This design comes from an exercise in tuning for small area on the open sky130 flow, not from production work.
Only simulation tests tie the RTL to the original design; equivalence was not proved.
In every run shown here, the design's own scripts or RTL, not TritonCTS, make the clock network.
The clock input has no modelled driver; a real chip could not lean on it and would need a root buffer or a full tree.
Power figures rest on the tool's default switching activity, not on a simulated workload.

## flow/flow/run.sh

```bash
#!/bin/bash
# Layout flow: the standard ORFS flow (standard.sh) with these changes:
#  - synthesis: synth_recipe.tcl unchanged except that ABC maps with an
#    area-oriented script (abc_area.script, run for a few seeds of its
#    randomised step, keeping the smallest result) and adders are left to
#    ABC instead of being mapped to ha/fa cells first (ADDER_MAP_FILE empty);
#  - each port gets the smallest buffer (buf_1);
#  - clock tree: a root inverter driving one inverter per group of nearby
#    registers (manual_cts.tcl, run in place of TritonCTS).
# Each tool's log is in orfs/logs/; make's output is in flow_standard.log.
set -euo pipefail
here=$PWD
export FLOW_ABC_SCRIPT=$here/flow/abc_area.script
export FLOW_ABC_SEEDS="1 2 3 4 5"
export FLOW_ABC_TMP=$here
cat $here/flow/abc_override.tcl $here/synth_recipe.tcl > $here/flow_synth.tcl
sed -e "s#SYNTH_SCRIPT=[^ ]*#SYNTH_SCRIPT=$here/flow_synth.tcl ADDER_MAP_FILE=#" $here/standard.sh > $here/flow_standard.sh
export PRE_CTS_TCL=$here/flow/manual_cts.tcl
export FLOW_CTS_GROUPS=4
export FLOW_CTS_LEAF=sky130_fd_sc_hd__inv_8
export FLOW_CTS_ROOT=sky130_fd_sc_hd__inv_8
export BUFFER_PORTS_ARGS="-buffer_cell sky130_fd_sc_hd__buf_1"
bash $here/flow_standard.sh > $here/flow_standard.log 2>&1
```

## flow/flow/abc_area.script

```
strash
&get -n
&fraig -x
&put
scorr
dc2
strash
&get -n
&deepsyn -T 60 -S SEED
&put
strash
&get -n
&dch -f
&nf -R 1000
&put
mfs2
strash
&get -n
&dch -f
&nf -a -R 1000
&put
```

## flow/flow/abc_override.tcl

```tcl
# Map the logic with an area-oriented ABC script (FLOW_ABC_SCRIPT) instead
# of ORFS's delay-oriented one; registers are untouched. The script's
# &deepsyn step is randomised: ABC is run once per seed in FLOW_ABC_SEEDS
# on the same netlist, and the mapping with the smallest cell area is kept.
proc abc {args} {
  set i [lsearch -exact $args -script]
  set l [lsearch -exact $args -liberty]
  set lib [lindex $args [expr {$l + 1}]]
  set fh [open $::env(FLOW_ABC_SCRIPT)]
  set template [read $fh]
  close $fh
  yosys design -save flow_pre_abc
  set best_area ""
  foreach seed $::env(FLOW_ABC_SEEDS) {
    yosys design -load flow_pre_abc
    set script "$::env(FLOW_ABC_TMP)/abc_seed_$seed.script"
    set fh [open $script w]
    puts -nonewline $fh [string map [list SEED $seed] $template]
    close $fh
    lset args [expr {$i + 1}] $script
    yosys abc {*}$args
    set st [yosys tee -q -s result.string stat -liberty $lib]
    regexp {Chip area for module[^:]*:\s*([0-9.]+)} $st -> area
    puts "flow abc: seed $seed area $area"
    if {$best_area eq "" || $area < $best_area} {
      set best_area $area
      set best_seed $seed
      yosys design -save flow_best_abc
    }
  }
  yosys design -load flow_best_abc
  puts "flow abc: kept seed $best_seed, area $best_area"
}
```

## flow/flow/manual_cts.tcl

```tcl
# Clock tree for a small design, used in place of TritonCTS.
# The clock sinks are split into FLOW_CTS_GROUPS groups of equal size by
# recursive bisection of their placement. Each group is driven by one
# FLOW_CTS_LEAF cell placed at the group's centre; the leaf cells are
# driven by one FLOW_CTS_ROOT cell, which the clock port drives. Both are
# inverters, so the registers see the clock's own polarity, and every
# register is exactly two cells from the port, with equal-sized groups.
rename clock_tree_synthesis triton_clock_tree_synthesis

proc flow_split {items n} {
  # items: list of {x y iterm}; returns n groups of near-equal size
  if {$n <= 1 || [llength $items] < 2} { return [list $items] }
  set xs [lsort -real [lmap i $items {lindex $i 0}]]
  set ys [lsort -real [lmap i $items {lindex $i 1}]]
  set axis [expr {([lindex $xs end] - [lindex $xs 0]) >= ([lindex $ys end] - [lindex $ys 0]) ? 0 : 1}]
  set sorted [lsort -real -index $axis $items]
  set na [expr {$n / 2}]
  set cut [expr {int(round([llength $sorted] * double($na) / $n))}]
  set a [lrange $sorted 0 [expr {$cut - 1}]]
  set b [lrange $sorted $cut end]
  return [concat [flow_split $a $na] [flow_split $b [expr {$n - $na}]]]
}

proc flow_place_at {inst x y} {
  set w [[$inst getMaster] getWidth]
  set h [[$inst getMaster] getHeight]
  $inst setLocation [expr {int($x - $w / 2)}] [expr {int($y - $h / 2)}]
  $inst setPlacementStatus PLACED
}

proc clock_tree_synthesis {args} {
  set block [ord::get_db_block]
  set leaf_master [[ord::get_db] findMaster $::env(FLOW_CTS_LEAF)]
  set root_master [[ord::get_db] findMaster $::env(FLOW_CTS_ROOT)]
  foreach clk [all_clocks] {
    foreach src [get_property $clk sources] {
      set bterm [$block findBTerm [get_full_name $src]]
      set port_net [$bterm getNet]
      set cname [$port_net getName]
      set items {}
      foreach it [$port_net getITerms] {
        set bb [[$it getInst] getBBox]
        lappend items [list [expr {([$bb xMin] + [$bb xMax]) / 2.0}] [expr {([$bb yMin] + [$bb yMax]) / 2.0}] $it]
      }
      set root [odb::dbInst_create $block $root_master "clkroot_m_${cname}"]
      set root_net [odb::dbNet_create $block "clknet_root_m_${cname}"]
      $root_net setSigType CLOCK
      [$root findITerm A] connect $port_net
      [$root findITerm Y] connect $root_net
      set k 0
      set tx 0.0; set ty 0.0
      set groups [flow_split $items $::env(FLOW_CTS_GROUPS)]
      foreach group $groups {
        set leaf [odb::dbInst_create $block $leaf_master "clkleaf_m_${k}_${cname}"]
        set net [odb::dbNet_create $block "clknet_m_${k}_${cname}"]
        $net setSigType CLOCK
        set sx 0.0; set sy 0.0
        foreach i $group {
          set it [lindex $i 2]
          $it disconnect
          $it connect $net
          set sx [expr {$sx + [lindex $i 0]}]
          set sy [expr {$sy + [lindex $i 1]}]
        }
        set n [llength $group]
        [$leaf findITerm A] connect $root_net
        [$leaf findITerm Y] connect $net
        flow_place_at $leaf [expr {$sx / $n}] [expr {$sy / $n}]
        set tx [expr {$tx + $sx / $n}]
        set ty [expr {$ty + $sy / $n}]
        puts "manual CTS: [$leaf getName] drives $n sinks"
        incr k
      }
      flow_place_at $root [expr {$tx / $k}] [expr {$ty / $k}]
    }
  }
  global_connect
  set_propagated_clock [all_clocks]
  estimate_parasitics -placement
  foreach pin [all_registers -clock_pins -edge_triggered] {
    foreach edge {rise fall} {
      set s [get_property $pin slew_max_$edge]
      if {![info exists worst] || $s > $worst} { set worst $s }
    }
  }
  puts "manual CTS: estimated worst register clock slew $worst"
}
```

## flow/standard.sh

```bash
#!/bin/bash
# synth_recipe.tcl (not shown) runs the flow's synth.tcl, then flattens the netlist and writes it again
# the make line also repeats each setting of config.mk as NAME=value (left out here)
make -C /OpenROAD-flow-scripts/flow DESIGN_CONFIG=/design/flow/config.mk WORK_HOME=/design/flow/orfs CLKGATE_MAP_FILE= SYNTH_SCRIPT=/design/flow/synth_recipe.tcl "${@:-finish}"
```

## flow/config.mk

```make
export PLATFORM = sky130hd
export DESIGN_NAME = CarParking
export DESIGN_NICKNAME = CarParking
export VERILOG_FILES = /design/flow/design.v
export SDC_FILE = /design/flow/constraint.sdc
export NUM_CORES = 4
export LEC_CHECK = 0
export CAP_MARGIN = 20
export CORE_MARGIN = 2
export CORE_UTILIZATION = 40
export SLEW_MARGIN = 20
```

## flow/constraint.sdc

```tcl
create_clock -name core_clock -period 10.0 [get_ports {clk}]
set_input_delay 2.0000 -clock core_clock [delete_from_list [all_inputs] [get_ports {clk}]]
set_output_delay 2.0000 -clock core_clock [all_outputs]
set_load 0.01 [all_outputs]
```

## flow/design.v

```verilog
module Bin_to_Display #(parameter INLEN = 4)(
	input [INLEN-1:0] b_num,
	output reg [6:0] seg
);
	always @(*) begin
		case (b_num)
			4'd0: seg = 7'b1000000;
			4'd1: seg = 7'b1111001;
			4'd2: seg = 7'b0100100;
			4'd3: seg = 7'b0110000;
			4'd4: seg = 7'b0011001;
			4'd5: seg = 7'b0010010;
			4'd6: seg = 7'b0000010;
			4'd7: seg = 7'b1111000;
			4'd8: seg = 7'b0000000;
			4'd9: seg = 7'b0010000;
			default: seg = 7'b1111111;
		endcase
	end
endmodule
module ServoController (
	input clk,
	input reset,
	input gate_trigger,
	output pwm
);
	reg [9:0] k;
	reg [5:0] u;
	wire wrap = k[9] & k[8] & k[7] & !k[6] & k[5] & k[4] & k[2] & k[1];
	assign pwm = !reset || (&k[9:6]) || (k[9:6] == 4'd0 && k[5:0] < u);
	always @(posedge clk)
		k <= (wrap || !reset) ? 10'd974 : k + 10'd1;
	wire at50 = u[5] & u[4] & u[1];     
	wire at0  = (u == 6'd0);
	wire up = gate_trigger;
	wire en = wrap & (up ? !at50 : !at0);
	wire [5:0] cu, cd;
	assign cu[0] = 1'b1;
	assign cd[0] = 1'b1;
	genvar i;
	generate for (i = 1; i < 6; i = i + 1) begin : g
		assign cu[i] = cu[i-1] & u[i-1];
		assign cd[i] = cd[i-1] & !u[i-1];
	end endgenerate
	wire [5:0] tg = up ? cu : cd;
	always @(posedge clk or negedge reset)
		if (!reset) u <= 6'd0;
		else if (en) u <= u ^ tg;
endmodule
module CarParking (
    input clk,
    input InSig,
    input OutSig,
    input reset,
    output [6:0] HEX0,
    output [6:0] HEX1,
    output [6:0] HEX4,
    output ClosedLight,
    output OpenLight,
    output reg WarningLight,
    output motor
);
    reg [3:0] tens;
    reg [3:0] ones;
    reg [6:0] CarCount;
    reg state;
    always @(*) begin
        if (CarCount >= 30) begin
            tens = 3;
            ones = CarCount - 30;
        end else if (CarCount >= 20) begin
            tens = 2;
            ones = CarCount - 20;
        end else if (CarCount >= 10) begin
            tens = 1;
            ones = CarCount - 10;
        end else begin
            tens = 0;
            ones = CarCount[3:0];
        end
    end
    assign ClosedLight = (CarCount >= 35);
    assign OpenLight   = !ClosedLight;
    Bin_to_Display Display0 (.b_num(ones), .seg(HEX0));
    Bin_to_Display Display1 (.b_num(tens), .seg(HEX1));
    Bin_to_Display #(.INLEN(1)) Display4 (.b_num(state), .seg(HEX4));
    ServoController Motor1 (
        .clk(clk),
        .reset(reset),
        .gate_trigger(state),
        .pwm(motor)
    );
    reg [9:0] in_q, out_q;
    reg In_Button, Out_Button;
    wire in_clr  = InSig  || !reset;
    wire out_clr = OutSig || !reset;
    wire in_m    = ({in_q[8:6],  in_q[4:0]}  == 8'b01001010);
    wire out_m   = ({out_q[8:6], out_q[4:0]} == 8'b01001010);
    wire in_fb   = !in_m  && !(in_q[9]  ^ in_q[6]);
    wire out_fb  = !out_m && !(out_q[9] ^ out_q[6]);
    always @(posedge clk) begin
        in_q  <= in_clr  ? 10'h0a6 : {~in_q[8:0],  in_fb};
        out_q <= out_clr ? 10'h0a6 : {~out_q[8:0], out_fb};
        In_Button  <= reset && in_m  && in_q[9];
        Out_Button <= reset && out_m && out_q[9];
    end
    reg [14:0] blink_q;
    wire blink_end = ({blink_q[14:11], blink_q[9:7], blink_q[5:0]} == 13'b0100_010_101110);
    always @(posedge clk)
        blink_q <= (blink_end || !reset) ? 15'd0 : {~blink_q[13:0], !(blink_q[14] ^ blink_q[13])};
    always @(posedge clk or negedge reset) begin
        if (!reset)
            WarningLight <= 0;
        else if (blink_end)
            WarningLight <= (CarCount > 30 && CarCount < 35) ? ~WarningLight : 1'b0;
    end
    reg [16:0] open_q;
    wire open_m = ({open_q[15:12], open_q[10:9], open_q[7:0]} == 14'b1010_01_10101010);
    wire timer_end = open_m && !open_q[16];
    wire accept = !state && ((In_Button && CarCount < 35) ||
                             (Out_Button && CarCount != 0));
    always @(posedge clk)
        open_q <= accept ? 17'h1a35c : {~open_q[15:0], !open_m && !(open_q[16] ^ open_q[13])};
    wire [6:0] cnt_up, cnt_dn;
    assign cnt_up[0] = 1'b1;
    assign cnt_dn[0] = 1'b1;
    genvar i;
    generate for (i = 1; i < 7; i = i + 1) begin : g_cnt
        assign cnt_up[i] = cnt_up[i-1] & CarCount[i-1];
        assign cnt_dn[i] = cnt_dn[i-1] & !CarCount[i-1];
    end endgenerate
    always @(posedge clk or negedge reset) begin
        if (!reset) begin
            state <= 1'b0;
            CarCount <= 0;
        end else begin
            if (accept) begin
                CarCount <= CarCount ^ (In_Button ? cnt_up : cnt_dn);
                state <= 1'b1;
            end else if (state && timer_end && !In_Button && !Out_Button)
                state <= 1'b0;
        end
    end
endmodule
```

==> metrics.cfg, run 1 <==
[place]
gp_congestion = 0.895
detailed_place_hpwl_mm = 3.56
placement.cell_area_sq_um = 3070
post-place-cells = 428
buffer_ports.inserted = 24

[floorplan]
die_footprint_sq_um = 7960
core_area_sq_um = 7140
initial_utilization = 0.407
die-width_microns = 89.2
core.rowCount = 31
die_ht_microns = 89.2
io_pins = 29

[cts]
clk_transition_reported_paths_ps = 90
holdBufCountCts = 0
cts-resized-gates = 0
clk-insertion-delay-late_ps = 150
postCtsSetupRepairBufs = 0

[route]
drtPass1Iterations = 4
ant_nets = 0
detailroute.via_count = 2075
route.final.wire_length_mm = 4.95
route.detailed.vias_per_inst = 4.79
drt_iter0_markers = 119
routed_wire_length_per_instance_microns = 11.4
drcViolationCount = 0

[power]
vdd.ir_drop.worst_mv = 0.0687
power-per-cell-area_nw_per_um2 = 173
power.switching_mw = 0.161
power.combinational.fraction = 0.122
intPower_mw = 0.379
pwr-share-seq = 0.649
power_leakage_nw = 1.29
p_clk_frac = 0.229
sw_frac_of_total = 0.299
finalPower_mw = 0.540

[setup_path]
worstPathRequired_ps = 8000
startpoint_type = flip-flop
cp_cell_sequence = nor2_1, clkinv_1, a21oi_1, a21oi_1, xnor2_1, a21oi_1, nor2_1, nand2_1, o21a_1, o41ai_1, clkinv_1, buf_1
critPathSlowestCell = sky130_fd_sc_hd__o41ai_1
max_stage_delay_ps = 660
timing.setup.critical_path_class = flip-flop to primary output
crit_fanout = 9
critPathArrivalTime_ps = 3200
worst-r2r-cell-count = 17
critical-path-top-cell-by-count = sky130_fd_sc_hd__a21oi_1
kind_of_end_point_of_the_critical_path = primary output

[synthesis]
syn_area_sq_um = 2910
average_size_of_a_mapped_cell_sq_um = 9.35
postSynth.topFlopCell = sky130_fd_sc_hd__dfxtp_1
register_area_share_after_synthesis = 0.570
async_flop_share = 0.190
yosys_warnings = 4
synth_edf_count = 0
post_synth_inst_count = 311
postSynthRegisterBits = 79
synthDistinctLibCells = 38

[cells_and_area]
fillerInstances = 713
diodes_inserted = 0
most_common_cell_after_layout_fill_and_taps_aside = sky130_fd_sc_hd__dfxtp_1
number_of_nets_in_the_finished_design = 340
layout.cells.most_common_list = sky130_fd_sc_hd__dfxtp_1, sky130_fd_sc_hd__nand2_1, sky130_fd_sc_hd__nor2_1, sky130_fd_sc_hd__buf_1, sky130_fd_sc_hd__xnor2_1
post_layout_nonfiller_instances = 433
area.growth.synth_to_final_pct = 7.49
area_used_by_multi_input_combinational_logic_sq_um = 1150
final-seq-area_sq_um = 1660
layout.core_utilization = 0.438
final_layout_size_suffix_gt1_frac = 0.0180
finalInstanceArea_sq_um = 3120

[sta]
worstMarginPinSlew_ps = 795
final_min_period_over_clock_period = 0.520
finalHoldViolCount = 0
max_slew_margin = 0.463
slew_violations = 0
totalNegativeSetupSlack_ps = 0
timing.final.crit_period_ps = 5200
final-setup-viol-count = 0
fmax_mhz = 192
skew_ps = 5.00
rsz0062_at_grt = false

[global_route]
antenna_violations_before_repair = 0
grt_first_pass_wirelength_mm = 8.36
grt_util_met3 = 0.0129
met2_usage = 0.205
pin_count_of_the_biggest_net_entering_global_routing = 29
number_of_global_route_vias_before_repair = 1898
grt_busiest_layer = met2
groute.layer.met1.usage = 0.184
remaining_global_route_overflow = 0
global_route.usage.total = 0.125

[job]
max_cap_viol_count = 0

[outcome]
result_of_the_run = complete, no violations

[min_path]
timing.hold.worst.class = flip-flop to flip-flop
hold_path_depth = 1

cell type report:
class | instances | share of cell area
Inverter | 16 | 0.0312
Timing Repair Buffer | 25 | 0.0312
Tap cell | 99 | 0.0396
Sequential cell | 79 | 0.530
Multi-Input combinational cell | 214 | 0.368
registers in the layout, indices dropped and copies added, names as in the netlist:
register	count
Out_Button	1
out_q	10
open_q	17
WarningLight	1
Motor1.k	10
blink_q	15
In_Button	1
in_q	10
state	1
Motor1.u	6
CarCount	7
Yosys cell counts, types with 2 or more instances:
cell type | number | area, sq um
sky130_fd_sc_hd__xnor2_1 | 17 | 149
sky130_fd_sc_hd__nor3_1 | 8 | 40.0
sky130_fd_sc_hd__a22oi_1 | 3 | 22.5
sky130_fd_sc_hd__buf_4 | 9 | 67.6
sky130_fd_sc_hd__nor2_1 | 43 | 161
sky130_fd_sc_hd__a211oi_1 | 2 | 15.0
sky130_fd_sc_hd__o41ai_1 | 2 | 17.5
sky130_fd_sc_hd__nor4_1 | 3 | 18.8
sky130_fd_sc_hd__or2_0 | 2 | 12.5
sky130_fd_sc_hd__nand2b_1 | 4 | 25.0
sky130_fd_sc_hd__xor2_1 | 7 | 61.3
sky130_fd_sc_hd__and3_1 | 7 | 43.8
sky130_fd_sc_hd__dfrtp_1 | 15 | 375
sky130_fd_sc_hd__clkinv_1 | 11 | 41.3
sky130_fd_sc_hd__a21oi_1 | 14 | 70.1
sky130_fd_sc_hd__nand3_1 | 9 | 45.0
sky130_fd_sc_hd__conb_1 | 2 | 7.51
sky130_fd_sc_hd__and2_0 | 2 | 12.5
sky130_fd_sc_hd__a31oi_1 | 2 | 12.5
sky130_fd_sc_hd__nor2b_1 | 8 | 50.1
sky130_fd_sc_hd__nand4_1 | 4 | 25.0
sky130_fd_sc_hd__o21ai_0 | 14 | 70.1
sky130_fd_sc_hd__nand2_1 | 45 | 169
sky130_fd_sc_hd__dfxtp_1 | 64 | 1280
layer usage:
layer | up-vias | part of all wire | routed length, microns
met2 | 28 | 0.45 | 2210
met3 | 7 | 0.035 | 175
met1 | 959 | 0.50 | 2500
met5 | - | 0 | 0
met4 | 0 | 0.013 | 66
li1 | 1081 | - | -
cells by family (layout without fill, tap and decap cells):
group | Yosys count | after routing | synth area share
xor gates and xnor gates | 24 | 24 | 0.0723
buffers and inverters | 20 | 41 | 0.0375
adders and majority gates | 1 | 1 | 0.00344
other | 2 | 4 | 0.00258
DFF | 79 | 79 | 0.570
AOI/OAI and AO/OA | 44 | 44 | 0.0900
and+or+nand+nor | 141 | 141 | 0.224
through the flow:
step                worst slack, ps  hold WS (ps)
finish                         4800           384
global route                   4370           403
CTS                            4810           387
detailed placement             5010           353
global placement               5330           353
floorplan                      4900           343
final timing paths:
check	from	end	slack (ps)
worst min register to register	open_q[8]	open_q[9]	380
worst min-delay path	open_q[8]	open_q[9]	380
worst max register to register	CarCount[1]	CarCount[6]	5690
min in group asynchronous	reset	WarningLight	1820
max in group asynchronous	reset	CarCount[1]	7940
worst max-delay path	CarCount[1]	ClosedLight	4800
critical path: cells and delay by family, from the launching register on:
kind,cells,cell delay (ps)
buffers and inverters,3,400
AO/OA/AOI/OAI,5,1330
AND/OR/NAND/NOR,3,560
flip-flops,1,500
XOR/XNOR,1,270
power groups by stage:
| stage | Sequential [mW] | Clock (mW) | Combinational (mW) |
|---|---|---|---|
| global placement | 0.358 | 0 | 0.0654 |
| detailed placement | 0.358 | 0 | 0.0665 |
| global route | 0.353 | 0.141 | 0.0761 |
| finish | 0.351 | 0.124 | 0.0661 |
| floorplan | 0.354 | 0 | 0.0504 |
| CTS | 0.351 | 0.131 | 0.0670 |
==> inputs of run 2 (changes only) <==
--- a/flow/flow/run.sh
+++ b/flow/flow/run.sh
@@ -11,7 +11,7 @@
 set -euo pipefail
 here=$PWD
 export FLOW_ABC_SCRIPT=$here/flow/abc_area.script
-export FLOW_ABC_SEEDS="1 2 3 4 5"
+export FLOW_ABC_SEEDS="1 2 3 4 5 6 7 8"
 export FLOW_ABC_TMP=$here
 cat $here/flow/abc_override.tcl $here/synth_recipe.tcl > $here/flow_synth.tcl
 sed -e "s#SYNTH_SCRIPT=[^ ]*#SYNTH_SCRIPT=$here/flow_synth.tcl ADDER_MAP_FILE=#" $here/standard.sh > $here/flow_standard.sh
==> run 2 against run 1 <==
Effect of this change: still clean; sequential power about the same; sequential cell count unchanged; global-route usage unchanged; maximum frequency unchanged; clock skew unchanged; clock power about the same; largest cell class unchanged.
==> metrics.cfg, run 2 <==
[global_route]
pin_count_of_the_biggest_net_entering_global_routing = 29  ; unchanged
remaining_global_route_overflow = 0  ; unchanged
global_route.usage.total = 0.125  ; unchanged
number_of_global_route_vias_before_repair = 1898  ; unchanged
antenna_violations_before_repair = 0  ; unchanged
grt_first_pass_wirelength_mm = 8.36  ; unchanged

[synthesis]
postSynth.topFlopCell = sky130_fd_sc_hd__dfxtp_1  ; unchanged
synth_edf_count = 0  ; unchanged
synth.area.top_cells = sky130_fd_sc_hd__dfxtp_1, sky130_fd_sc_hd__dfrtp_1, sky130_fd_sc_hd__nand2_1, sky130_fd_sc_hd__nor2_1, sky130_fd_sc_hd__xnor2_1  ; unchanged
synth_most_common_cell = sky130_fd_sc_hd__dfxtp_1  ; unchanged
async_flop_share = 0.190  ; unchanged
average_size_of_a_mapped_cell_sq_um = 9.35  ; unchanged
most_frequent_cells_after_synthesis = sky130_fd_sc_hd__dfxtp_1, sky130_fd_sc_hd__nand2_1, sky130_fd_sc_hd__nor2_1, sky130_fd_sc_hd__xnor2_1, sky130_fd_sc_hd__dfrtp_1  ; unchanged
register_area_share_after_synthesis = 0.570  ; unchanged
synthDominantCellAreaShare = 0.441  ; unchanged
synthDistinctLibCells = 38  ; unchanged
yosys_warnings = 4  ; unchanged
yosys.area.top_type = sky130_fd_sc_hd__dfxtp_1  ; unchanged
postSynthRegisterBits = 79  ; unchanged
post_synth_inst_count = 311  ; unchanged
syn_area_sq_um = 2910  ; unchanged

[sta]
final_min_period_over_clock_period = 0.520  ; unchanged
worstMarginPinSlew_ps = 795  ; unchanged
totalNegativeSetupSlack_ps = 0  ; unchanged
max_slew_margin = 0.463  ; unchanged
timing.hold.ws_ps = 384  ; unchanged
timing.final.crit_period_ps = 5200  ; unchanged
rsz0062_at_grt = false  ; unchanged
finalWorstSetupSlack_ps = 4800  ; unchanged
finalHoldViolCount = 0  ; unchanged
skew_ps = 5.00  ; unchanged
fmax_mhz = 192  ; unchanged
slew_violations = 0  ; unchanged
final-setup-viol-count = 0  ; unchanged

[setup_path]
timing.setup.critical_path_class = flip-flop to primary output  ; unchanged
kind_of_end_point_of_the_critical_path = primary output  ; unchanged
critPathArrivalTime_ps = 3200  ; about the same
startpoint_type = flip-flop  ; unchanged
worstPathRequired_ps = 8000  ; about the same
crit_fanout = 9  ; unchanged

[cells_and_area]
largest_register_ff_count = 17  ; unchanged
top_register = open_q  ; unchanged
finalInstanceArea_sq_um = 3120  ; unchanged
area.growth.synth_to_final_pct = 7.49  ; unchanged
layout.cells.most_common_list = sky130_fd_sc_hd__dfxtp_1, sky130_fd_sc_hd__nand2_1, sky130_fd_sc_hd__nor2_1, sky130_fd_sc_hd__buf_1, sky130_fd_sc_hd__xnor2_1  ; unchanged
post_layout_nonfiller_instances = 433  ; unchanged
most_common_cell_after_layout_fill_and_taps_aside = sky130_fd_sc_hd__dfxtp_1  ; unchanged
diodes_inserted = 0  ; unchanged
reg_top3 = open_q: 17 flops, blink_q: 15 flops  ; unchanged
fillerInstances = 713  ; unchanged
final-seq-area_sq_um = 1660  ; unchanged
layout.core_utilization = 0.438  ; unchanged
area_used_by_multi_input_combinational_logic_sq_um = 1150  ; unchanged
final_layout_size_suffix_gt1_frac = 0.0180  ; unchanged
number_of_nets_in_the_finished_design = 340  ; unchanged

[job]
max_cap_viol_count = 0  ; unchanged

[floorplan]
die_ht_microns = 89.2  ; unchanged
initial_utilization = 0.407  ; unchanged
core_area_sq_um = 7140  ; unchanged
die-width_microns = 89.2  ; unchanged
io_pins = 29  ; unchanged
core.rowCount = 31  ; unchanged
die_footprint_sq_um = 7960  ; unchanged

[power]
power-per-cell-area_nw_per_um2 = 173  ; unchanged
finalPower_mw = 0.540  ; unchanged
p_clk_frac = 0.229  ; about the same
power_leakage_nw = 1.29  ; unchanged
power.switching_mw = 0.161  ; unchanged
vdd.ir_drop.worst_mv = 0.0687  ; unchanged
sw_frac_of_total = 0.299  ; unchanged
intPower_mw = 0.379  ; unchanged
pwr-share-seq = 0.649  ; about the same
power.combinational.fraction = 0.122  ; about the same

[route]
route.detailed.vias_per_inst = 4.79  ; unchanged
drtPass1Iterations = 4  ; unchanged
drcViolationCount = 0  ; unchanged
routed_wire_length_per_instance_microns = 11.4  ; unchanged
route.final.wire_length_mm = 4.95  ; unchanged
detailroute.via_count = 2075  ; unchanged
ant_nets = 0  ; unchanged
drt_iter0_markers = 119  ; unchanged

[place]
placement.cell_area_sq_um = 3070  ; unchanged
post-place-cells = 428  ; unchanged
buffer_ports.inserted = 24  ; unchanged
detailed_place_hpwl_mm = 3.56  ; unchanged
gp_congestion = 0.895  ; unchanged
place_worst_setup_slack_ps = 5010  ; unchanged

[cts]
clk-insertion-delay-late_ps = 150  ; about the same
postCtsSetupRepairBufs = 0  ; unchanged
cts-resized-gates = 0  ; unchanged
clk_transition_reported_paths_ps = 90  ; about the same
holdBufCountCts = 0  ; unchanged

[min_path]
timing.hold.worst.class = flip-flop to flip-flop  ; unchanged

[outcome]
result_of_the_run = complete, no violations  ; unchanged

==> run 2: power groups by stage <==
stage	logic [mW]	registers, mW	clock network [mW]
2_1_floorplan	0.0504	0.354	0
3_3_place_gp	0.0654	0.358	0
3_5_place_dp	0.0665	0.358	0
4_1_cts	0.0670	0.351	0.131
5_1_grt	0.0761	0.353	0.141
6_report	0.0661	0.351	0.124
==> run 2: area by class of cell <==
type,count,area share
Sequential cell,79,0.530
Multi-Input combinational cell,214,0.368
Tap cell,99,0.0396
Timing Repair Buffer,25,0.0312
Inverter,16,0.0312
==> run 2: worst paths after layout <==
path / startpoint / endpoint / slack, ps / cells past startpoint
min in group asynchronous: reset / WarningLight / 1820 / 2
min reg2reg: open_q[8] / open_q[9] / 380 / 1
max reg2reg: CarCount[1] / CarCount[6] / 5690 / 17
max: CarCount[1] / ClosedLight / 4800 / 12
min: open_q[8] / open_q[9] / 380 / 1
max in group asynchronous: reset / CarCount[1] / 7940 / 2
==> run 2: routing by layer <==
metal | routed length [microns] | part of all wire | GRT usage
met2 | 2210 | 0.45 | 0.205
met5 | 0 | 0 | 0
met3 | 175 | 0.035 | 0.0129
met4 | 66 | 0.013 | 0.0163
met1 | 2500 | 0.50 | 0.184
==> run 2: critical path, cell delays in order, from the launching register on <==
cell and delay, ps:
sky130_fd_sc_hd__dfrtp_1 500, sky130_fd_sc_hd__nor2_1 260, sky130_fd_sc_hd__clkinv_1 100, sky130_fd_sc_hd__a21oi_1 240, sky130_fd_sc_hd__a21oi_1 150, sky130_fd_sc_hd__xnor2_1 270, sky130_fd_sc_hd__a21oi_1 140, sky130_fd_sc_hd__nor2_1 200
sky130_fd_sc_hd__nand2_1 100, sky130_fd_sc_hd__o21a_1 140, sky130_fd_sc_hd__o41ai_1 660, sky130_fd_sc_hd__clkinv_1 140, sky130_fd_sc_hd__buf_1 160
==> run 2: cell families after synthesis <==
| kind of cell | share of synthesized area |
|---|---|
| and+or+nand+nor | 0.224 |
| DFF | 0.570 |
| AOI/OAI and AO/OA | 0.0900 |
| xor gates and xnor gates | 0.0723 |
| buffers and inverters | 0.0375 |
| other | 0.00258 |
| adders and majority gates | 0.00344 |
==> inputs of run 3 (changes only) <==
--- a/flow/flow/run.sh
+++ b/flow/flow/run.sh
@@ -11,7 +11,7 @@
 set -euo pipefail
 here=$PWD
 export FLOW_ABC_SCRIPT=$here/flow/abc_area.script
-export FLOW_ABC_SEEDS="1 2 3 4 5 6 7 8"
+export FLOW_ABC_SEEDS="2 9 10 11 12 13 14 15"
 export FLOW_ABC_TMP=$here
 cat $here/flow/abc_override.tcl $here/synth_recipe.tcl > $here/flow_synth.tcl
 sed -e "s#SYNTH_SCRIPT=[^ ]*#SYNTH_SCRIPT=$here/flow_synth.tcl ADDER_MAP_FILE=#" $here/standard.sh > $here/flow_standard.sh
==> flow/flow/abc_area.script (replaced) <==
strash
&get -n
&fraig -x
&put
scorr
dc2
strash
&get -n
&deepsyn -T 90 -S SEED
&put
strash
&get -n
&dch -f
&nf -R 1000
&put
mfs2
strash
&get -n
&dch -f
&nf -a -R 1000
&put
==> run 3 against run 2 <==
Effect of this change: synthesized area unchanged; via count unchanged; critical path type unchanged; first-iteration DRC count unchanged; die area unchanged; sequential share of layout area unchanged; final cell count unchanged; power unchanged; global-route usage unchanged; sequential cell count unchanged; clock skew unchanged; critical path depth unchanged.
==> metrics.cfg, run 3 <==
[synthesis]
postSynthRegisterBits = 79  ; unchanged
syn_area_sq_um = 2910  ; unchanged
synth.area.top_cells = sky130_fd_sc_hd__dfxtp_1, sky130_fd_sc_hd__dfrtp_1, sky130_fd_sc_hd__nand2_1, sky130_fd_sc_hd__nor2_1, sky130_fd_sc_hd__xnor2_1  ; unchanged
average_size_of_a_mapped_cell_sq_um = 9.35  ; unchanged
synthDominantCellAreaShare = 0.441  ; unchanged
async_flop_share = 0.190  ; unchanged
most_frequent_cells_after_synthesis = sky130_fd_sc_hd__dfxtp_1, sky130_fd_sc_hd__nand2_1, sky130_fd_sc_hd__nor2_1, sky130_fd_sc_hd__xnor2_1, sky130_fd_sc_hd__dfrtp_1  ; unchanged
synth_most_common_cell = sky130_fd_sc_hd__dfxtp_1  ; unchanged
register_area_share_after_synthesis = 0.570  ; unchanged
postSynth.topFlopCell = sky130_fd_sc_hd__dfxtp_1  ; unchanged
yosys.area.top_type = sky130_fd_sc_hd__dfxtp_1  ; unchanged
synthDistinctLibCells = 38  ; unchanged
synth_edf_count = 0  ; unchanged
post_synth_inst_count = 311  ; unchanged
yosys_warnings = 4  ; unchanged

[power]
sw_frac_of_total = 0.299  ; unchanged
finalPower_mw = 0.540  ; unchanged
p_clk_frac = 0.229  ; about the same
intPower_mw = 0.379  ; unchanged
pwr-share-seq = 0.649  ; about the same
power.combinational.fraction = 0.122  ; about the same
vdd.ir_drop.worst_mv = 0.0687  ; unchanged
power.switching_mw = 0.161  ; unchanged
power_leakage_nw = 1.29  ; unchanged
power-per-cell-area_nw_per_um2 = 173  ; unchanged

[sta]
worstMarginPinSlew_ps = 795  ; unchanged
skew_ps = 5.00  ; unchanged
rsz0062_at_grt = false  ; unchanged
final-setup-viol-count = 0  ; unchanged
max_slew_margin = 0.463  ; unchanged
finalHoldViolCount = 0  ; unchanged
timing.hold.ws_ps = 384  ; unchanged
timing.final.crit_period_ps = 5200  ; unchanged
fmax_mhz = 192  ; unchanged
slew_violations = 0  ; unchanged
totalNegativeSetupSlack_ps = 0  ; unchanged
final_min_period_over_clock_period = 0.520  ; unchanged

[cells_and_area]
top_register = open_q  ; unchanged
area.growth.synth_to_final_pct = 7.49  ; unchanged
number_of_nets_in_the_finished_design = 340  ; unchanged
diodes_inserted = 0  ; unchanged
finalInstanceArea_sq_um = 3120  ; unchanged
fillerInstances = 713  ; unchanged
reg_top3 = open_q: 17 flops, blink_q: 15 flops  ; unchanged
post_layout_nonfiller_instances = 433  ; unchanged
final_layout_size_suffix_gt1_frac = 0.0180  ; unchanged
largest_register_ff_count = 17  ; unchanged
most_common_cell_after_layout_fill_and_taps_aside = sky130_fd_sc_hd__dfxtp_1  ; unchanged
layout.cells.most_common_list = sky130_fd_sc_hd__dfxtp_1, sky130_fd_sc_hd__nand2_1, sky130_fd_sc_hd__nor2_1, sky130_fd_sc_hd__buf_1, sky130_fd_sc_hd__xnor2_1  ; unchanged

[cts]
holdBufCountCts = 0  ; unchanged
clk_transition_reported_paths_ps = 90  ; about the same
clk-insertion-delay-late_ps = 150  ; about the same
cts-resized-gates = 0  ; unchanged
postCtsSetupRepairBufs = 0  ; unchanged

[floorplan]
core.rowCount = 31  ; unchanged
core_area_sq_um = 7140  ; unchanged
die_footprint_sq_um = 7960  ; unchanged
initial_utilization = 0.407  ; unchanged
die-width_microns = 89.2  ; unchanged
io_pins = 29  ; unchanged
die_ht_microns = 89.2  ; unchanged

[setup_path]
worstPathRequired_ps = 8000  ; about the same
cp_cell_sequence = nor2_1, clkinv_1, a21oi_1, a21oi_1, xnor2_1, a21oi_1, nor2_1, nand2_1, o21a_1, o41ai_1, clkinv_1, buf_1  ; unchanged
critPathArrivalTime_ps = 3200  ; about the same
crit_fanout = 9  ; unchanged
timing.setup.critical_path_class = flip-flop to primary output  ; unchanged
critical-path-top-cell-by-count = sky130_fd_sc_hd__a21oi_1  ; unchanged
kind_of_end_point_of_the_critical_path = primary output  ; unchanged
critPathSlowestCell = sky130_fd_sc_hd__o41ai_1  ; unchanged
startpoint_type = flip-flop  ; unchanged
max_stage_delay_ps = 660  ; about the same

[outcome]
result_of_the_run = complete, no violations  ; unchanged

[global_route]
number_of_global_route_vias_before_repair = 1898  ; unchanged
antenna_violations_before_repair = 0  ; unchanged
pin_count_of_the_biggest_net_entering_global_routing = 29  ; unchanged
grt_first_pass_wirelength_mm = 8.36  ; unchanged
remaining_global_route_overflow = 0  ; unchanged
global_route.usage.total = 0.125  ; unchanged

[route]
route.detailed.vias_per_inst = 4.79  ; unchanged
detailroute.via_count = 2075  ; unchanged
drtPass1Iterations = 4  ; unchanged
route.final.wire_length_mm = 4.95  ; unchanged
ant_nets = 0  ; unchanged
drt_iter0_markers = 119  ; unchanged
routed_wire_length_per_instance_microns = 11.4  ; unchanged
drcViolationCount = 0  ; unchanged

[place]
gp_congestion = 0.895  ; unchanged
buffer_ports.inserted = 24  ; unchanged
post-place-cells = 428  ; unchanged
detailed_place_hpwl_mm = 3.56  ; unchanged
placement.cell_area_sq_um = 3070  ; unchanged

[job]
max_cap_viol_count = 0  ; unchanged

[min_path]
timing.hold.worst.class = flip-flop to flip-flop  ; unchanged

-- run 3: cell counts after synthesis --
No cell type changed its count.
-- run 3: final timing paths --
kind / from / to / slack [ps] / depth (start not counted)
setup reg to reg: CarCount[1] / CarCount[6] / 5690 / 17
hold / removal: open_q[8] / open_q[9] / 380 / 1
max in group asynchronous: reset / CarCount[1] / 7940 / 2
min in group asynchronous: reset / WarningLight / 1820 / 2
hold reg to reg: open_q[8] / open_q[9] / 380 / 1
setup / recovery: CarCount[1] / ClosedLight / 4800 / 12
-- run 3: critical path: cells and delay by family, from the launching register on --
family / cells / cell delay [ps]
flip-flops: 1 / 500
AND/OR/NAND/NOR: 3 / 560
buffers and inverters: 3 / 400
AO/OA/AOI/OAI: 5 / 1330
XOR/XNOR: 1 / 270
-- run 3: final cells by class --
type	count	area, sq um	area share
inverters	16	97.6	0.0312
flip-flops and latches	79	1660	0.530
repair buffers	25	97.6	0.0312
multi-input cells	214	1150	0.368
well taps	99	124	0.0396
-- run 3: cells by family after synthesis --
family,count (synthesis),synth area share
buffers and inverters,20,0.0375
other,2,0.00258
AND/OR/NAND/NOR,141,0.224
adder cells (fa/ha/maj),1,0.00344
XOR/XNOR,24,0.0723
flip-flops,79,0.570
AO/OA/AOI/OAI,44,0.0900
-- run 3: per-stage QoR --
step                       util  worst slack [ps]
final                     0.438              4800
after global routing      0.438              4370
after CTS                 0.438              4810
after detailed placement  0.430              5010
after global placement    0.430              5330
after floorplan               -              4900
-- run 3: power by group through the flow --
stage,Clock (mW),Sequential [mW],Combinational [mW]
after floorplan,0,0.354,0.0504
after global placement,0,0.358,0.0654
after detailed placement,0,0.358,0.0665
after CTS,0.131,0.351,0.0670
after global routing,0.141,0.353,0.0761
final,0.124,0.351,0.0661
-- run 3: layer usage --
metal / part of all wire / track usage
met4: 0.013 / 0.0163
met1: 0.50 / 0.184
met5: 0 / 0
met2: 0.45 / 0.205
met3: 0.035 / 0.0129
==> inputs of run 4 (changes only) <==
--- a/flow/flow/run.sh
+++ b/flow/flow/run.sh
@@ -11,13 +11,13 @@
 set -euo pipefail
 here=$PWD
 export FLOW_ABC_SCRIPT=$here/flow/abc_area.script
-export FLOW_ABC_SEEDS="2 9 10 11 12 13 14 15"
+export FLOW_ABC_SEEDS="2"
 export FLOW_ABC_TMP=$here
 cat $here/flow/abc_override.tcl $here/synth_recipe.tcl > $here/flow_synth.tcl
 sed -e "s#SYNTH_SCRIPT=[^ ]*#SYNTH_SCRIPT=$here/flow_synth.tcl ADDER_MAP_FILE=#" $here/standard.sh > $here/flow_standard.sh
 export PRE_CTS_TCL=$here/flow/manual_cts.tcl
-export FLOW_CTS_GROUPS=4
-export FLOW_CTS_LEAF=sky130_fd_sc_hd__inv_8
-export FLOW_CTS_ROOT=sky130_fd_sc_hd__inv_8
+export FLOW_CTS_GROUPS=6
+export FLOW_CTS_LEAF=sky130_fd_sc_hd__inv_4
+export FLOW_CTS_ROOT=sky130_fd_sc_hd__inv_6
 export BUFFER_PORTS_ARGS="-buffer_cell sky130_fd_sc_hd__buf_1"
 bash $here/flow_standard.sh > $here/flow_standard.log 2>&1
==> flow/flow/abc_area.script (replaced) <==
strash
&get -n
&fraig -x
&put
scorr
dc2
strash
&get -n
&deepsyn -T 60 -S SEED
&put
strash
&get -n
&dch -f
&nf -R 1000
&put
mfs2
strash
&get -n
&dch -f
&nf -a -R 1000
&put
==> run 4 against run 3 <==
Effect of this change: clock skew is 8.9 ps higher; synthesized area unchanged; highest routed layer unchanged; largest power group unchanged; still clean on timing, DRC and antenna; clock power is 9% lower; setup slack worse by 29 ps; final cell count up 0.46%; die area unchanged; critical path depth is the same; power shrank 2.0%; global-route usage is essentially flat; routed wire length decreased by 0.46%; via count increased by 1.2%.
==> metrics.cfg, run 4 <==
[setup_path]
timing.setup.critical_path_class = flip-flop to primary output  ; unchanged
critPathArrivalTime_ps = 3230  ; was 3200 ps
kind_of_end_point_of_the_critical_path = primary output  ; unchanged
crit_fanout = 9  ; unchanged
startpoint_type = flip-flop  ; unchanged
worstPathRequired_ps = 8000  ; about the same

[synthesis]
average_size_of_a_mapped_cell_sq_um = 9.35  ; unchanged
synth_most_common_cell = sky130_fd_sc_hd__dfxtp_1  ; unchanged
postSynth.topFlopCell = sky130_fd_sc_hd__dfxtp_1  ; unchanged
post_synth_inst_count = 311  ; unchanged
register_area_share_after_synthesis = 0.570  ; unchanged
most_frequent_cells_after_synthesis = sky130_fd_sc_hd__dfxtp_1, sky130_fd_sc_hd__nand2_1, sky130_fd_sc_hd__nor2_1, sky130_fd_sc_hd__xnor2_1, sky130_fd_sc_hd__dfrtp_1  ; unchanged
async_flop_share = 0.190  ; unchanged
synth_edf_count = 0  ; unchanged
synthDominantCellAreaShare = 0.441  ; unchanged
synthDistinctLibCells = 38  ; unchanged
synth.area.top_cells = sky130_fd_sc_hd__dfxtp_1, sky130_fd_sc_hd__dfrtp_1, sky130_fd_sc_hd__nand2_1, sky130_fd_sc_hd__nor2_1, sky130_fd_sc_hd__xnor2_1  ; unchanged
syn_area_sq_um = 2910  ; unchanged
postSynthRegisterBits = 79  ; unchanged
yosys_warnings = 4  ; unchanged
yosys.area.top_type = sky130_fd_sc_hd__dfxtp_1  ; unchanged

[global_route]
grt_first_pass_wirelength_mm = 8.35  ; was 8.36 mm
global_route.usage.total = 0.125  ; about the same
antenna_violations_before_repair = 0  ; unchanged
number_of_global_route_vias_before_repair = 1894  ; was 1,898
pin_count_of_the_biggest_net_entering_global_routing = 29  ; unchanged
remaining_global_route_overflow = 0  ; unchanged

[cts]
clk_transition_reported_paths_ps = 110  ; was 90 ps
holdBufCountCts = 0  ; unchanged
postCtsSetupRepairBufs = 0  ; unchanged
cts-resized-gates = 0  ; unchanged
clk-insertion-delay-late_ps = 180  ; was 150 ps

[route]
detailroute.via_count = 2099  ; was 2,075
drt_iter0_markers = 105  ; was 119
ant_nets = 0  ; unchanged
routed_wire_length_per_instance_microns = 11.3  ; was 11.4 microns
route.final.wire_length_mm = 4.93  ; was 4.95 mm
drcViolationCount = 0  ; unchanged
route.detailed.vias_per_inst = 4.83  ; was 4.79
drtPass1Iterations = 4  ; unchanged

[cells_and_area]
fillerInstances = 713  ; unchanged
top_register = open_q  ; unchanged
area.growth.synth_to_final_pct = 7.15  ; was 7.49%
largest_register_ff_count = 17  ; unchanged
most_common_cell_after_layout_fill_and_taps_aside = sky130_fd_sc_hd__dfxtp_1  ; unchanged
reg_top3 = open_q: 17 flops, blink_q: 15 flops  ; unchanged
number_of_nets_in_the_finished_design = 342  ; was 340
final_layout_size_suffix_gt1_frac = 0.0238  ; was 0.0180
layout.cells.most_common_list = sky130_fd_sc_hd__dfxtp_1, sky130_fd_sc_hd__nand2_1, sky130_fd_sc_hd__nor2_1, sky130_fd_sc_hd__buf_1, sky130_fd_sc_hd__xnor2_1  ; unchanged
diodes_inserted = 0  ; unchanged
final-seq-area_sq_um = 1660  ; unchanged
finalInstanceArea_sq_um = 3110  ; was 3120 sq um
area_used_by_multi_input_combinational_logic_sq_um = 1150  ; unchanged

[floorplan]
die_ht_microns = 89.2  ; unchanged
die_footprint_sq_um = 7960  ; unchanged
die-width_microns = 89.2  ; unchanged
core_area_sq_um = 7140  ; unchanged
core.rowCount = 31  ; unchanged
initial_utilization = 0.407  ; unchanged
io_pins = 29  ; unchanged

[job]
max_cap_viol_count = 0  ; unchanged

[sta]
max_slew_margin = 0.455  ; was 0.463
finalWorstSetupSlack_ps = 4770  ; was 4800 ps
finalHoldViolCount = 0  ; unchanged
fmax_mhz = 191  ; was 192 MHz
skew_ps = 13.9  ; was 5.00 ps
rsz0062_at_grt = false  ; unchanged
final-setup-viol-count = 0  ; unchanged
final_min_period_over_clock_period = 0.523  ; was 0.520
totalNegativeSetupSlack_ps = 0  ; unchanged
timing.hold.ws_ps = 380  ; was 384 ps
worstMarginPinSlew_ps = 818  ; was 795 ps
timing.final.crit_period_ps = 5230  ; was 5200 ps
slew_violations = 0  ; unchanged

[outcome]
result_of_the_run = complete, no violations  ; unchanged

[place]
place_worst_setup_slack_ps = 5010  ; unchanged
gp_congestion = 0.895  ; unchanged
detailed_place_hpwl_mm = 3.56  ; unchanged
buffer_ports.inserted = 24  ; unchanged
placement.cell_area_sq_um = 3070  ; unchanged

[power]
power_leakage_nw = 1.29  ; about the same
vdd.ir_drop.worst_mv = 0.0637  ; was 0.0687 mV
power-per-cell-area_nw_per_um2 = 170  ; was 173 nW/um^2

[min_path]
timing.hold.worst.class = flip-flop to flip-flop  ; unchanged

-- run 4: cell counts after synthesis --
No cell type changed its count.
-- run 4: layout make-up --
class / count / share of cell area
repair buffers: 25 / 0.0313
flip-flops and latches: 79 / 0.532
inverters: 18 / 0.0281
well taps: 99 / 0.0398
multi-input cells: 214 / 0.369
-- run 4: routing by layer --
layer  global-route usage  part of all wire  vias up
met3               0.0166             0.042        5
li1                     -                 -     1083
met4               0.0149             0.012        0
met2                0.207              0.45       35
met1                0.180              0.49      976
met5                    0                 0        -
-- run 4: cells by family (layout without fill, tap and decap cells) --
kind of cell / Yosys count / count (layout) / synth area share
other: 2 / 4 / 0.00258
adder cells (fa/ha/maj): 1 / 1 / 0.00344
buffers and inverters: 20 / 43 / 0.0375
AND/OR/NAND/NOR: 141 / 141 / 0.224
AO/OA/AOI/OAI: 44 / 44 / 0.0900
XOR/XNOR: 24 / 24 / 0.0723
flip-flops: 79 / 79 / 0.570
-- run 4: worst paths after layout --
| check | startpoint | end | slack, ps | depth (start not counted) |
|---|---|---|---|---|
| worst min-delay path | open_q[8] | open_q[9] | 380 | 1 |
| max in group asynchronous | reset | Motor1.u[0] | 7960 | 2 |
| min in group asynchronous | reset | Motor1.u[3] | 1790 | 2 |
| worst max register to register | CarCount[1] | CarCount[6] | 5700 | 17 |
| worst max-delay path | CarCount[1] | ClosedLight | 4770 | 12 |
| worst min register to register | open_q[8] | open_q[9] | 380 | 1 |
-- run 4: metrics by stage --
stage	util	instances	total power, mW
finish	0.436	435	0.530
global route	0.436	435	0.560
CTS	0.436	435	0.540
detailed placement	0.430	428	0.424
global placement	0.430	428	0.423
floorplan	-	313	0.404
-- run 4: where the power goes --
part	leakage [nW]	switching [mW]	internal, mW
clock network	0.0313	0.0995	0.0137
logic	0.521	0.0407	0.0252
registers	0.739	0.0159	0.335
-- run 4: worst max-delay path, cell delays in order, from the launching register on --
cell and delay (ps):
sky130_fd_sc_hd__dfrtp_1 510, sky130_fd_sc_hd__nor2_1 260, sky130_fd_sc_hd__clkinv_1 100, sky130_fd_sc_hd__a21oi_1 240, sky130_fd_sc_hd__a21oi_1 150, sky130_fd_sc_hd__xnor2_1 270, sky130_fd_sc_hd__a21oi_1 140, sky130_fd_sc_hd__nor2_1 200
sky130_fd_sc_hd__nand2_1 100, sky130_fd_sc_hd__o21a_1 140, sky130_fd_sc_hd__o41ai_1 660, sky130_fd_sc_hd__clkinv_1 140, sky130_fd_sc_hd__buf_1 160

[what the ideal ports hide]
No port has a modelled driver above. Below, the same layouts with a new extraction and two added sets of constraints. Step 1 assumes that a clkbuf_16 drives the clock port and a buf_2 every other input. Step 2 moves the port delays by t, midway between the first and last clock arrival at a register: inputs arrive t later, outputs are due t later. That takes back most of the time a late clock gives input paths. a / b / c = ideal / step 1 / step 2; a / b = the first two.
run	t, ns	setup slack, ns	worst setup path at the end	pins driven straight from the clock port
run 1	0.195	4.799 / 4.754 / 4.949	register to output	1
run 2	0.195	4.799 / 4.754 / 4.949	register to output	1
run 3	0.195	4.799 / 4.754 / 4.949	register to output	1
run 4	0.209	4.770 / 4.730 / 4.939	register to output	1
After both steps every run listed still meets setup and hold.
